This design comes from an exercise in tuning for small area on the open sky130 flow, not from production work.
At most, simulation tests tie the RTL to the original design; equivalence was not proved.
No driver is modelled on the clock port, so clocking that relies on it looks cheaper here than on a real chip.
Power and IR drop assume default switching activity.

Design top, start of the top module:
module top(
  input             i_clk,    
  input             i_rst,    
  input             i_btnC,
  input             i_btnL,
  input             i_btnR,
  input             i_btnU,
  input             i_btnD,
  input [15:0]      i_sw,
  output [15:0]     o_led,
  output [6:0]      o_seg_l,
  output [3:0]      o_an_l,
  output            o_dp_l
);
Size: about 390 cells after synthesis, roughly 3200 µm² of cells after synthesis.
clock: 10.0 ns
lec_check: 0
cap_margin: 0
core_margin: 2
core_utilization: 40
slew_margin: 0
standard.sh (not shown) runs the stock make flow with config.mk's settings and CLKGATE_MAP_FILE= SYNTH_SCRIPT=/design/flow/synth_recipe.tcl, a recipe that flattens the netlist after the stock synthesis.
==> flow/flow/run.sh <==
#!/bin/bash
# Own layout flow: the standard flow, with an area-oriented ABC mapping in
# synthesis, minimum-size port buffers and a lighter clock tree. Each tool's
# output is in flow_make.log and in ORFS's own logs under orfs/logs.
set -euo pipefail
W=$PWD
F=$W/flow

# Synthesis: the standard flow's own script, with Yosys's abc command replaced by one that
# maps the logic with each ABC script in flow/abc/ and keeps the smallest.
{
  echo "set abc_scripts {$(cd $F/abc && ls *.abc | tr '\n' ' ')}"
  echo "set abc_dir $F/abc"
  echo "set abc_tmp $W/abc_stat.txt"
  echo "source $F/abc_best.tcl"
  cat $W/synth_recipe.tcl
} > $W/own_synth.tcl

bash $W/standard.sh \
  SYNTH_SCRIPT=$W/own_synth.tcl ADDER_MAP_FILE= \
  BUFFER_PORTS_ARGS="-buffer_cell sky130_fd_sc_hd__buf_1" \
  CTS_ARGS="-sink_clustering_enable -repair_clock_nets -dont_use_dummy_load -buf_list sky130_fd_sc_hd__clkbuf_4" \
  POST_RESIZE_TCL=$F/post_resize.tcl \
  POST_CTS_TCL=$F/post_cts.tcl \
  finish > $W/flow_make.log 2>&1
==> flow/flow/post_cts.tcl <==
# Runs after clock tree synthesis (POST_CTS_TCL). Each leaf clock buffer is
# sized to the smallest clkbuf whose flip-flops see a clock slew at most the
# target (the root keeps the size CTS gave it, unless a leaf cannot meet the
# target); then the placement is legalized again.
proc clk_sink_slew {inst} {
  set worst 0
  set onet [get_nets -of_objects [get_pins -of_objects $inst -filter "direction==output"]]
  foreach p [get_pins -of_objects $onet -filter "direction==input"] {
    set s [get_property $p slew_max]
    if {$s > $worst} { set worst $s }
  }
  return $worst
}
# (This file is sourced inside a procedure, so the settings are arguments.)
proc clk_size_leaves {clk_slew_target clk_sizes} {
  set root [get_cells clkbuf_0_*]
  set ok 1
  foreach inst [get_cells clkbuf_*] {
    if {$inst == $root} continue
    set done 0
    foreach s $clk_sizes {
      replace_cell $inst $s
      estimate_parasitics -placement
      set w [clk_sink_slew $inst]
      if {$w <= $clk_slew_target} { set done 1; break }
    }
    puts "post_cts: [get_full_name $inst] -> $s (clock slew $w)"
    if {!$done} { set ok 0 }
  }
  return $ok
}
set sizes {sky130_fd_sc_hd__clkbuf_2 sky130_fd_sc_hd__clkbuf_4 sky130_fd_sc_hd__clkbuf_8 sky130_fd_sc_hd__clkbuf_16}
if {![clk_size_leaves 0.120 $sizes]} {
  replace_cell [get_cells clkbuf_0_*] sky130_fd_sc_hd__clkbuf_16
  puts "post_cts: root -> clkbuf_16"
  clk_size_leaves 0.120 $sizes
}
detailed_placement
check_placement -verbose
estimate_parasitics -placement
Other scripts of this flow, unchanged in this note and not shown: flow/flow/abc/a2.abc, flow/flow/abc/a3.abc, flow/flow/abc/a5.abc, flow/flow/abc/a7.abc, flow/flow/abc/c01.abc, flow/flow/abc/c02.abc, flow/flow/abc/c03.abc, flow/flow/abc/c04.abc, flow/flow/abc/c05.abc, flow/flow/abc/c06.abc, flow/flow/abc/c07.abc, flow/flow/abc/c09.abc, flow/flow/abc/c10.abc, flow/flow/abc/s5.abc, flow/flow/abc/t6.abc, flow/flow/abc_best.tcl, flow/flow/post_resize.tcl
Rerun with:
- CORE_UTILIZATION: 40 -> 55
Effect: The new run produced a clean layout. Maximum frequency grows by about 0.7%. Sequential power hardly moves. Total power falls by about 1.8%. Global-route usage climbs by 5.7 points.
Rerun with:
--- a/flow/flow/post_cts.tcl
+++ b/flow/flow/post_cts.tcl
@@ -4,0 +5,2 @@
+set clk_slew_target 0.120
+set clk_sizes {sky130_fd_sc_hd__clkbuf_2 sky130_fd_sc_hd__clkbuf_4 sky130_fd_sc_hd__clkbuf_8 sky130_fd_sc_hd__clkbuf_16}
@@ -14,2 +16,2 @@
-# (This file is sourced inside a procedure, so the settings are arguments.)
-proc clk_size_leaves {clk_slew_target clk_sizes} {
+proc clk_size_leaves {} {
+  global clk_slew_target clk_sizes
@@ -32,2 +34 @@
-set sizes {sky130_fd_sc_hd__clkbuf_2 sky130_fd_sc_hd__clkbuf_4 sky130_fd_sc_hd__clkbuf_8 sky130_fd_sc_hd__clkbuf_16}
-if {![clk_size_leaves 0.120 $sizes]} {
+if {![clk_size_leaves]} {
@@ -36 +37 @@
-  clk_size_leaves 0.120 $sizes
+  clk_size_leaves
- CORE_UTILIZATION: 55 -> 40
This time the run ended with an error in 4_1_cts.
Area after synthesis does not change.
Synthesized cell count stays the same.
Rerun with:
==> flow/flow/abc/d01.abc (new file) <==
strash; ifraig; &get -n; &st; &dch -f; &nf -R 1000 -p -E 100; &put; strash; &get -n; &st; &dch -f; &nf -R 1000 -p -E 100; &put; strash; &get -n; &st; &dch -f; &nf -R 1000 -p -E 100; &put; topo
==> flow/flow/abc/d02.abc (new file) <==
strash; ifraig; &get -n; &st; &dch -f; &nf -R 1000 -p; &put; strash; &get -n; &st; &dch -f; &nf -R 1000 -p -E 100; &put; topo
==> flow/flow/abc/d03.abc (new file) <==
strash; ifraig; &get -n; &st; &dch -f; &nf -R 1000 -p -E 100 -F 8 -A 4; &put; strash; &get -n; &st; &dch -f; &nf -R 1000 -p -E 100 -F 8 -A 4; &put; topo
==> flow/flow/abc/d04.abc (new file) <==
strash; ifraig; dc2; &get -n; &st; &dch -f; &nf -R 1000 -p -E 100; &put; strash; &get -n; &st; &dch -f; &nf -R 1000 -p -E 100; &put; topo
==> flow/flow/abc/d05.abc (new file) <==
strash; ifraig; &get -n; &st; &dch -f; &nf -R 1000 -p -E 30; &put; strash; &get -n; &st; &dch -f; &nf -R 1000 -p -E 30; &put; topo
==> flow/flow/abc/d06.abc (new file) <==
strash; &get -n; &st; &dch -f; &nf -R 1000 -p -E 100; &put; strash; &get -n; &st; &dch -f; &nf -R 1000 -p -E 100; &put; topo
--- a/flow/flow/post_cts.tcl
+++ b/flow/flow/post_cts.tcl
@@ -5,2 +4,0 @@
-set clk_slew_target 0.120
-set clk_sizes {sky130_fd_sc_hd__clkbuf_2 sky130_fd_sc_hd__clkbuf_4 sky130_fd_sc_hd__clkbuf_8 sky130_fd_sc_hd__clkbuf_16}
@@ -16,2 +14,2 @@
-proc clk_size_leaves {} {
-  global clk_slew_target clk_sizes
+# (This file is sourced inside a procedure, so the settings are arguments.)
+proc clk_size_leaves {clk_slew_target clk_sizes} {
@@ -34 +32,2 @@
-if {![clk_size_leaves]} {
+set sizes {sky130_fd_sc_hd__clkbuf_2 sky130_fd_sc_hd__clkbuf_4 sky130_fd_sc_hd__clkbuf_8 sky130_fd_sc_hd__clkbuf_16}
+if {![clk_size_leaves 0.120 $sizes]} {
@@ -37 +36 @@
-  clk_size_leaves
+  clk_size_leaves 0.120 $sizes
Outcome: With this change the flow produced a clean layout; area after synthesis falls by 0.71%; synthesized cell count falls by 2.8%.

* * *

top, a different RTL version from the one above (not shown whole).
Size: ~430 cells after synthesis, ~89 flip-flops, roughly 51 I/O pins, roughly 0.0038 mm^2 of cells after synthesis.
export LEC_CHECK = 0
export CAP_MARGIN = 20
export CORE_MARGIN = 2
export CORE_UTILIZATION = 40
export SLEW_MARGIN = 20
create_clock -name core_clock -period 10.0 [get_ports {i_clk}]
==> flow/flow/run.sh <==
#!/bin/bash
# Own layout flow: the standard flow, with an area-oriented ABC mapping in
# synthesis, minimum-size port buffers and a lighter clock tree.
set -euo pipefail
W=$PWD
F=$W/flow

# Synthesis: the standard flow's own script, with ABC's mapping script replaced.
{
  echo "proc abc {args} {"
  echo "  set i [lsearch -exact \$args -script]"
  echo "  if {\$i >= 0} { set args [lreplace \$args [expr {\$i + 1}] [expr {\$i + 1}] $F/area.abc] }"
  echo "  yosys abc {*}\$args"
  echo "}"
  cat $W/synth_recipe.tcl
} > $W/own_synth.tcl

bash $W/standard.sh \
  SYNTH_SCRIPT=$W/own_synth.tcl ADDER_MAP_FILE= \
  BUFFER_PORTS_ARGS="-buffer_cell sky130_fd_sc_hd__buf_1" \
  CTS_ARGS="-sink_clustering_enable -repair_clock_nets -dont_use_dummy_load -sink_clustering_size 100 -sink_clustering_max_diameter 500 -buf_list sky130_fd_sc_hd__clkbuf_16" \
  finish > $W/flow_make.log 2>&1
==> flow/flow/area.abc <==
strash; ifraig; &get -n; &st; &dch -f; &nf -R 1000 -p; &put; strash; &get -n; &st; &dch -f; &nf -R 1000 -p; &put; topo
Rerun with:
--- a/flow/flow/run.sh
+++ b/flow/flow/run.sh
@@ -21 +21 @@
-  CTS_ARGS="-sink_clustering_enable -repair_clock_nets -dont_use_dummy_load -sink_clustering_size 100 -sink_clustering_max_diameter 500 -buf_list sky130_fd_sc_hd__clkbuf_16" \
+  CTS_ARGS="-sink_clustering_enable -repair_clock_nets -dont_use_dummy_load -sink_clustering_size 30 -sink_clustering_max_diameter 100 -buf_list sky130_fd_sc_hd__clkbuf_8" \
The new run finished with timing, DRC and antenna clean.
Hold slack gains 3.6 ps.
Final cell count does not change.
Worst setup slack improves by 19 ps.
Non-clock buffer count stays the same.
Combinational power hardly moves.
Die area does not change.
Routed wire length barely changes.
No run of this note included a check of the RTL's function; only the layout flow was run.

* * *

top, a different RTL version from the one above (not shown whole).
Size: about 410 cells after synthesis, roughly 80 flip-flops, ~51 I/O pins, ~3500 sq um of cells after synthesis.
==> flow/config.mk <==
export PLATFORM = sky130hd
export DESIGN_NAME = top
export DESIGN_NICKNAME = top
export VERILOG_FILES = /design/flow/design.v
export SDC_FILE = /design/flow/constraint.sdc
export NUM_CORES = 4
export LEC_CHECK = 0
export CAP_MARGIN = 0
export CORE_MARGIN = 2
export CORE_UTILIZATION = 40
export SLEW_MARGIN = 0
==> flow/constraint.sdc <==
create_clock -name core_clock -period 10.0 [get_ports {i_clk}]
set_input_delay 2.0000 -clock core_clock [delete_from_list [all_inputs] [get_ports {i_clk}]]
set_output_delay 2.0000 -clock core_clock [all_outputs]
set_load 0.01 [all_outputs]
==> flow/flow/run.sh <==
#!/bin/bash
# Own layout flow: the standard flow, with an area-oriented ABC mapping in
# synthesis, minimum-size port buffers and a lighter clock tree. Each tool's
# output is in flow_make.log and in ORFS's own logs under orfs/logs.
set -euo pipefail
W=$PWD
F=$W/flow

# Synthesis: the standard flow's own script, with Yosys's abc command replaced by one that
# maps the logic with each ABC script in flow/abc/ and keeps the smallest.
{
  echo "set abc_scripts {$(cd $F/abc && ls *.abc | tr '\n' ' ')}"
  echo "set abc_dir $F/abc"
  echo "set abc_tmp $W/abc_stat.txt"
  echo "source $F/abc_best.tcl"
  cat $W/synth_recipe.tcl
} > $W/own_synth.tcl

bash $W/standard.sh \
  SYNTH_SCRIPT=$W/own_synth.tcl ADDER_MAP_FILE= \
  BUFFER_PORTS_ARGS="-buffer_cell sky130_fd_sc_hd__buf_1" \
  CTS_ARGS="-sink_clustering_enable -repair_clock_nets -dont_use_dummy_load -buf_list sky130_fd_sc_hd__clkbuf_4" \
  POST_RESIZE_TCL=$F/post_resize.tcl \
  POST_CTS_TCL=$F/post_cts.tcl \
  finish > $W/flow_make.log 2>&1
==> flow/flow/post_cts.tcl <==
# Runs after clock tree synthesis (POST_CTS_TCL). The tree is built from
# clkbuf_4 cells; the root is set to clkbuf_8, and each leaf buffer whose
# flip-flops see a clock slew above the target is upsized. Then the placement
# is legalized again.
set clk_slew_target 0.120
proc clk_sink_slew {inst} {
  set worst 0
  set onet [get_nets -of_objects [get_pins -of_objects $inst -filter "direction==output"]]
  foreach p [get_pins -of_objects $onet -filter "direction==input"] {
    set s [get_property $p slew_max]
    if {$s > $worst} { set worst $s }
  }
  return $worst
}
set root [get_cells clkbuf_0_*]
if {[get_property $root ref_name] eq "sky130_fd_sc_hd__clkbuf_4"} {
  replace_cell $root sky130_fd_sc_hd__clkbuf_8
}
set changed 1
while {$changed} {
  set changed 0
  estimate_parasitics -placement
  foreach inst [get_cells clkbuf_*] {
    if {$inst == $root} continue
    set worst [clk_sink_slew $inst]
    set m [get_property $inst ref_name]
    if {$worst > $clk_slew_target} {
      set nm [string map {clkbuf_2 clkbuf_4 clkbuf_4 clkbuf_8 clkbuf_8 clkbuf_16} $m]
      if {$nm ne $m} {
        replace_cell $inst $nm
        set changed 1
        puts "post_cts: [get_full_name $inst] $m -> $nm (load slew $worst)"
      }
    }
  }
}
detailed_placement
check_placement -verbose
estimate_parasitics -placement
Other scripts of this flow, unchanged in this note and not shown: flow/flow/abc/a2.abc, flow/flow/abc/a3.abc, flow/flow/abc/a5.abc, flow/flow/abc/a7.abc, flow/flow/abc/c01.abc, flow/flow/abc/c02.abc, flow/flow/abc/c03.abc, flow/flow/abc/c04.abc, flow/flow/abc/c05.abc, flow/flow/abc/c06.abc, flow/flow/abc/c07.abc, flow/flow/abc/c09.abc, flow/flow/abc/c10.abc, flow/flow/abc/s5.abc, flow/flow/abc/t6.abc, flow/flow/abc_best.tcl, flow/flow/post_resize.tcl
Rerun with:
--- a/flow/flow/post_cts.tcl
+++ b/flow/flow/post_cts.tcl
@@ -4,3 +4,3 @@
 # is legalized again.
-set clk_slew_target 0.120
+set clk_slew_target 0.128
 proc clk_sink_slew {inst} {
--- a/flow/config.mk
+++ b/flow/config.mk
@@ -9,3 +9,3 @@
 export CORE_MARGIN = 2
-export CORE_UTILIZATION = 40
+export CORE_UTILIZATION = 60
 export SLEW_MARGIN = 0
What happened:
- cell count decreases by 6.3%
- fmax climbs by about 2%
- clock power went down by about 3%
- clock skew went up by 0.015 ns
- wire length fell by about 3.3%
- total power decreases by 1.1%

[port drivers added, routing unchanged]
How much do the figures lean on ideal ports? The routed layouts below were timed once more, with nothing changed but the port constraints.
Step 1 sets driving cells, clkbuf_16 on the clock port and buf_2 on the other inputs (assumed; they add their load-dependent delay and slew).
Step 2, shift: input delay + t, output delay - t, t = (earliest + latest rising clock arrival at the registers) / 2. This alone moves slack from input paths to output paths.
Three values: ideal ports, drivers, drivers and shift; two values: the first two.
run	t (ns)	slack for setup (ns)	worst register clock-pin slew, ns
the first run of note 1	0.419	5.330 / 5.302 / 5.722	0.10 / 0.10
the second run of note 1	0.398	5.361 / 5.336 / 4.972	0.11 / 0.11
the fourth run of note 1	0.417	5.101 / 5.073 / 5.001	0.10 / 0.10
the first run of note 2	0.368	5.605 / 5.566 / 5.934	0.07 / 0.07
the second run of note 2	0.376	5.623 / 5.588 / 5.964	0.10 / 0.10
the first run of note 3	0.368	5.125 / 5.093 / 5.462	0.10 / 0.10
the second run of note 3	0.367	5.221 / 5.190 / 5.557	0.12 / 0.12
After both steps setup and hold are still met in every run listed. The setup slack of the second run of note 1, which loses most, moves by -0.025 ns with the drivers and by -0.389 ns with both steps.
